Background: an optimization exercise with open tools, aiming at small area, a short achievable clock period and few clock cycles per item. Do not read the settings as production practice.
Only the layout flow was run in this run; the RTL was not checked for function there.
Power figures rest on the tool's default switching activity, not on a simulated workload.

--- run.sh ---
#!/bin/bash
# synth_recipe.tcl (not shown) runs the flow's synth.tcl, then flattens the netlist and writes it again
# the make line also repeats each setting of config.mk as NAME=value (left out here)
make -C /OpenROAD-flow-scripts/flow DESIGN_CONFIG=/design/flow/config.mk WORK_HOME=/design/flow/orfs CLKGATE_MAP_FILE= SYNTH_SCRIPT=/design/flow/synth_recipe.tcl finish
--- config.mk ---
export PLATFORM = sky130hd
export DESIGN_NAME = gcd_coprocessor
export DESIGN_NICKNAME = gcd_coprocessor
export VERILOG_FILES = /design/flow/design.v
export SDC_FILE = /design/flow/constraint.sdc
export NUM_CORES = 4
export LEC_CHECK = 0
export CAP_MARGIN = 20
export CORE_MARGIN = 2
export CORE_UTILIZATION = 40
export SLEW_MARGIN = 20
--- constraint.sdc ---
create_clock -name core_clock -period 5.5 [get_ports {clk}]
set_input_delay 1.1000 -clock core_clock [delete_from_list [all_inputs] [get_ports {clk}]]
set_output_delay 1.1000 -clock core_clock [all_outputs]
set_load 0.01 [all_outputs]
--- design.v ---
module fifo #(parameter WIDTH = 8, parameter LOGDEPTH = 3) (
    input clk,
    input reset,
    input enq_val,
    input [WIDTH-1:0] enq_data,
    output enq_rdy,
    output deq_val,
    output [WIDTH-1:0] deq_data,
    input deq_rdy
);
localparam DEPTH = (1 << LOGDEPTH);
reg [WIDTH-1:0] buffer [DEPTH-1:0];
reg [LOGDEPTH-1:0] rptr, wptr;
reg full, empty;
wire enq_fire;
wire deq_fire;
wire [LOGDEPTH-1:0] wptr_next, rptr_next;
assign enq_fire = enq_val & enq_rdy;
assign deq_fire = deq_val & deq_rdy;
assign wptr_next = wptr + 1;
assign rptr_next = rptr + 1;
assign enq_rdy = ~full;
assign deq_val = ~empty;
assign deq_data = buffer[rptr];
always @(posedge clk or posedge reset)
  begin
     if (reset) begin
	wptr <= 0;
	rptr <= 0;
	full <= 0;
	empty <= 1;
     end else begin
	if (enq_fire) begin
	   buffer[wptr] <= enq_data;
	   wptr <= wptr_next; 
	end
	if (deq_fire) begin
	   rptr <= rptr_next;
	end 
	if (~(enq_fire & deq_fire)) begin 
	   if (enq_fire) begin
	      full <= (wptr_next == rptr);
	      empty <= 0;
	   end
	   if (deq_fire) begin
	      full <= 0;
	      empty <= (wptr == rptr_next);
	   end
	end
     end
  end
endmodule
module gcd_datapath #( parameter W = 16 )
( 
	input [W-1:0] operands_bits_A,
	input [W-1:0] operands_bits_B,
	output [W-1:0] result_bits_data,
	input clk, reset,
	input B_mux_sel, A_en, B_en,
	input [1:0] A_mux_sel,
	output B_zero,
	output A_lt_B
);
reg [W-1:0] A_reg;
reg [W-1:0] B_reg;
wire [W-1:0] A_next;
wire [W-1:0] B_next;
wire [W-1:0] sub_out;
assign A_next
	= A_mux_sel == 0 ? operands_bits_A
	: A_mux_sel == 1 ? B_reg
	: A_mux_sel == 2 ? sub_out
	: {W{1'bx}};
assign B_next
	= B_mux_sel == 0 ? operands_bits_B
	: B_mux_sel == 1 ? A_reg
	: {W{1'bx}};
assign sub_out = A_reg - B_reg;
assign B_zero = (B_reg == 0) ? 1'b1 : 1'b0;
assign A_lt_B = (A_reg < B_reg) ? 1'b1 : 1'b0;
assign result_bits_data = A_reg;
always @ (posedge clk or posedge reset) begin
	if(reset) begin
		A_reg <= 0;
		B_reg <= 0;
	end else begin
		if (A_en) A_reg <= A_next;
		if (B_en) B_reg <= B_next;
	end
end
endmodule
module gcd_control
( 
	input clk, reset, operands_val, result_rdy,
	input B_zero, A_lt_B,
	output reg result_val, operands_rdy,
	output reg [1:0] A_mux_sel,
	output reg B_mux_sel, A_en, B_en
);
parameter CALC = 2'b00;
parameter IDLE = 2'b10;
parameter DONE = 2'b11;
reg [1:0] state;
reg [1:0] nextstate;
always @* begin
	nextstate = state; 
	A_en = 0;
	B_en = 0;
	result_val = 0;
	operands_rdy = 0;
	B_mux_sel = 0;
	A_mux_sel = 0;
	case (state)
		IDLE : begin
			operands_rdy = 1;
			if(operands_val == 1'b1) begin
				nextstate = CALC;
				A_en = 1;
				B_en = 1;
			end else begin
				nextstate = IDLE;
			end
		end
		CALC : begin
			if(A_lt_B == 1'b1) begin
				B_mux_sel = 1;
				A_mux_sel = 1;
				A_en = 1;
				B_en = 1;
				nextstate = CALC;
			end else if (B_zero == 1'b0) begin
				A_mux_sel = 2;
				A_en = 1;
				nextstate = CALC;
			end else begin
				nextstate = DONE;
			end
		end
		DONE : begin
      result_val = 1;
			if (result_rdy == 1'b1) begin
				nextstate = IDLE;
			end else begin
				nextstate = DONE;
			end
		end
	endcase
end
always @(posedge clk) begin
	if(reset)
		state <= IDLE;
	else
		state <= nextstate;
end
endmodule
module gcd_coprocessor #( parameter W = 32 ) (
  input clk,
  input reset,
  input operands_val,
  input [W-1:0] operands_bits_A,
  input [W-1:0] operands_bits_B,
  output operands_rdy,
  output result_val,
  output [W-1:0] result_bits,
  input result_rdy
);
  wire          reqA_enq_rdy, reqB_enq_rdy;
  wire          reqA_deq_val, reqB_deq_val;
  wire [W-1:0]  reqA_deq_data, reqB_deq_data;
  wire          req_enq_val;
  wire          req_deq_rdy;
  wire          B_zero, A_lt_B;
  wire [1:0]    A_mux_sel;
  wire          B_mux_sel, A_en, B_en;
  wire          gcd_operands_val, gcd_operands_rdy;
  wire          gcd_result_val, gcd_result_rdy;
  wire [W-1:0]  gcd_result_bits;
  assign operands_rdy     = reqA_enq_rdy & reqB_enq_rdy;
  assign req_enq_val      = operands_val & operands_rdy;
  assign gcd_operands_val = reqA_deq_val & reqB_deq_val;
  assign req_deq_rdy      = gcd_operands_rdy & gcd_operands_val;
  gcd_datapath #(.W(W)) u1 (
		    .result_bits_data	(gcd_result_bits),
		    .B_zero		(B_zero),
		    .A_lt_B		(A_lt_B),
		    .operands_bits_A	(reqA_deq_data),
		    .operands_bits_B	(reqB_deq_data),
		    .clk		(clk),
		    .reset		(reset),
		    .B_mux_sel		(B_mux_sel),
		    .A_en		(A_en),
		    .B_en		(B_en),
		    .A_mux_sel		(A_mux_sel));
   gcd_control u2 (
		   .result_val		(gcd_result_val),
		   .operands_rdy	(gcd_operands_rdy),
		   .A_mux_sel		(A_mux_sel),
		   .B_mux_sel		(B_mux_sel),
		   .A_en		(A_en),
		   .B_en		(B_en),
		   .clk			(clk),
		   .reset		(reset),
		   .operands_val	(gcd_operands_val),
		   .result_rdy		(gcd_result_rdy),
		   .B_zero		(B_zero),
		   .A_lt_B		(A_lt_B));
   fifo #(.WIDTH((W)), .LOGDEPTH(3)) u3_1 (
	    .enq_rdy			(reqA_enq_rdy),
	    .deq_val			(reqA_deq_val),
	    .deq_data			(reqA_deq_data),
	    .clk			(clk),
	    .reset			(reset),
	    .enq_val			(req_enq_val),
	    .enq_data			(operands_bits_A),
	    .deq_rdy			(req_deq_rdy));
   fifo #(.WIDTH((W)), .LOGDEPTH(3)) u3_2 (
	    .enq_rdy			(reqB_enq_rdy),
	    .deq_val			(reqB_deq_val),
	    .deq_data			(reqB_deq_data),
	    .clk			(clk),
	    .reset			(reset),
	    .enq_val			(req_enq_val),
	    .enq_data			(operands_bits_B),
	    .deq_rdy			(req_deq_rdy));
   fifo #(.WIDTH(W), .LOGDEPTH(3)) u4 (
	    .enq_rdy			(gcd_result_rdy),
	    .deq_val			(result_val),
	    .deq_data			(result_bits),
	    .clk			(clk),
	    .reset			(reset),
	    .enq_val			(gcd_result_val),
	    .enq_data			(gcd_result_bits),
	    .deq_rdy			(result_rdy));
endmodule
==> notes.md <==
## cells in the final DEF (no fill, tap or decap), types with 20 or more instances in the layout
| master | synthesis | final |
|---|---|---|
| a211oi_1 | 20 | 20 |
| a21oi_1 | 74 | 74 |
| a221oi_1 | 20 | 20 |
| a222oi_1 | 97 | 97 |
| a22oi_1 | 82 | 82 |
| a31oi_1 | 37 | 37 |
| a41oi_1 | 46 | 46 |
| buf_4 | 5 | 57 |
| clkbuf_1 | 106 | 24 |
| clkbuf_16 | 0 | 87 |
| clkdlybuf4s50_1 | 0 | 101 |
| dfrtp_1 | 85 | 84 |
| edfxtp_1 | 768 | 768 |
| ha_1 | 72 | 71 |
| inv_1 | 60 | 59 |
| mux2_2 | 104 | 104 |
| nand2_1 | 204 | 201 |
| nand4_1 | 40 | 40 |
| nor2_1 | 112 | 111 |
| o211ai_1 | 36 | 36 |
| o21ai_0 | 31 | 31 |
| xnor2_1 | 23 | 23 |
| xor2_1 | 25 | 25 |
## per-stage QoR
stage,cell area [µm²],hold slack [ns],power (W),util (%)
global placement,37100,0.482,0.0184,42.9
global route,40100,0.528,0.0258,46.4
floorplan,34800,0.460,0.0148,-
CTS,40100,0.507,0.0246,46.4
detailed placement,37100,0.492,0.0185,42.9
finish,40100,0.499,0.0245,46.4
## power groups by stage
| stage | combinational [W] | sequential [W] | clock, W |
|---|---|---|---|
| 6_report | 0.00953 | 0.00884 | 0.00609 |
| 5_1_grt | 0.0104 | 0.00893 | 0.00648 |
| 4_1_cts | 0.00961 | 0.00883 | 0.00619 |
| 3_5_place_dp | 0.00956 | 0.00897 | 0 |
| 3_3_place_gp | 0.00951 | 0.00890 | 0 |
| 2_1_floorplan | 0.00621 | 0.00863 | 0 |
## layout make-up
type / count / area [µm²] / area share, %
clock inverter: 43 / 639 / 1.59
inverter: 61 / 231 / 0.577
clock buffer: 119 / 2380 / 5.92
antenna: 3 / 7.51 / 0.0187
sequential: 858 / 25300 / 63.0
timing repair buffer: 162 / 1490 / 3.71
tap: 1155 / 1450 / 3.60
multi-input combinational: 1195 / 8650 / 21.5
## path summary, 6_finish.rpt
kind | start | end | slack, ns | cells past startpoint
min in group asynchronous | reset | u4.rptr[1] | 0.99 | 2
max in group asynchronous | reset | u1.A_reg[15] | 3.26 | 3
setup reg to reg | u1.A_reg[14] | u1.A_reg[22] | 1.20 | 11
hold / removal | u2.state[0] | u2.state[0] | 0.50 | 2
hold reg to reg | u2.state[0] | u2.state[0] | 0.50 | 2
setup / recovery | u4.rptr[0] | result_bits[6] | 0.96 | 7
## cells by family (layout without fill, tap and decap cells)
kind of cell / count (synthesis) / count (layout) / synth area share, %
buffers and inverters: 198 / 385 / 2.41
multiplexers: 105 / 105 / 3.40
flip-flops: 858 / 858 / 72.8
other: 0 / 3 / 0
AO/OA/AOI/OAI: 524 / 524 / 11.8
adder cells (fa/ha/maj): 73 / 73 / 2.65
XOR/XNOR: 48 / 48 / 1.21
AND/OR/NAND/NOR: 445 / 445 / 5.73
## critical path, cell delays in order (launching register included)
cell             delay [ns]
dfrtp_1                0.44
inv_1                  0.11
ha_1                   0.40
and2_1                 0.22
buf_4                  0.37
a222oi_1               0.15
a41oi_1                0.45
clkdlybuf4s50_1        0.63
## per-layer routing
metal  GRT usage (%)  vias up
met5               0        -
met4            7.81        8
met3            3.61      139
met2            32.3      683
met1            26.1    10200
li1                -     9182
==> reports/qor.yml <==
status: "no timing/DRC/antenna violations"
finalCritPeriodShare_pct: 82.5
fin_nets: 2506
die_area_um2: 89300
drc: 0
slew_violations: 0
gp_congestion: 0.867
fillers: 7387
grt_max_degree: 65
startpoint_type: "flop"
area_growth_pct: 15.5
async_reset_ff_share_pct: 10.3
synth_edf_count: 768
combPwrFrac_pct: 39.0
post-route-min-period_ns: 4.54
via_count: 20200
synth_top_area_cell: "edfxtp_1"
antenna_found_initial: 7
initial_core_util_pct: 40.2
die_h_um: 299
intPower_w: 0.0152
worst_slew_pin_slew_ns: 1.06
p_per_area_nw_per_um2: 609
pre_cts_ws_ns: 1.23
synth-warning-count: 4
dp_hpwl_um: 52900
synth_area_leaders: "edfxtp_1, dfrtp_1, mux2_2"
seq_power_share_pct: 36.1
wl_um: 89000
clk_path_buf_depth: 3
p_sw_w: 0.00924
io_pins: 102
path_max_fanout: 26
drive_gt1_share_pct: 14.4
grt_pass1_wl_um: 132000
htreeDepth: 3
yosysTopAreaCellShare_pct: 66.3
tns_ns: 0
drv_cap: 0
fmax_mhz: 220
synth_most_common_cell: "edfxtp_1"
rows: 108
numCtsBuffers: 87
core_area_um2: 86500
crit_required_ns: 4.40
vias_per_cell: 5.62
postRouteAntennaNets: 0
wl_per_cell_um: 24.7
grt_usage_pct: 19.7
cts_setup_buffers: 0
dr_wl_met2_um: 42800
relSlewSlack_pct: 29.2
min_path_type: "flop to flop"
p_clk_share_pct: 24.9
p_leak_nw: 13.4
synthFlopType: "edfxtp_1"
rsz0062_at_grt: "no"
die_w_um: 299
critPathCaptureType: "primary output"
ir_drop_mv: 0.487
clk-insertion-delay-late_ns: 0.67
setup_viol: 0
largest_registers: "u3_1.buffer: 256 flops, u3_2.buffer: 256 flops, u4.buffer: 256 flops"
dp.cells: 3431
synth.ff_latch_count: 858
cts-resized-gates: 0
clk_pin_slew_worst_paths_ns: 0.06
syn_area_um2: 34800
synthTopCellsByCount: "edfxtp_1, nand2_1, nor2_1"
port_buffers: 101
grt_pass1_vias: 20300
gr-total-overflow: 0
arrival_ns: 3.44
drt-pass1-iter-count: 6
netSwitchingFraction_pct: 37.8
synth_cell_types: 77
skew_ns: 0.0492
ctsHoldBuffers: 0
cts_tree: "yes"
final_cells: 3596
drtIter0Drc: 2278
worst_slack_ns: 0.961
wirelength_met1_um: 37300
synth_nets: 2392
worst-setup-path-type: "flop to primary output"
synth_seq_area_share_pct: 72.8
hold_violations: 0
highest_layer: "met5"
syn_inst: 2251
cts.sinks: 858
wl_met3_um: 5710
clock-root-buffer: "clkbuf_16"
syn_avg_cell_area_um2: 15.4

## afterwards: timing with drivers on the ports
Ports are ideal in the flow. The routed layout listed here was re-timed in OpenROAD.
Step 1 assumes that a clkbuf_16 drives the clock port and a buf_2 every other input.
Step 2 also shifts input and output timing later by t, the mid clock arrival at the registers, as if the neighbouring blocks saw the same clock.
Three values: ideal ports, drivers, drivers and shift; two values: the first two.
t, ns: 0.714
setup WS [ns]: 0.961 / 0.893 / 1.195
clock arrival spread, ns: 0.053 / 0.053
worst slew at a driven data input, ns: 0.09
pins driven straight from the clock port: 1
After both steps setup and hold are still met in this run. The setup slack of this run moves by -0.068 ns with the drivers and by +0.234 ns with both steps.
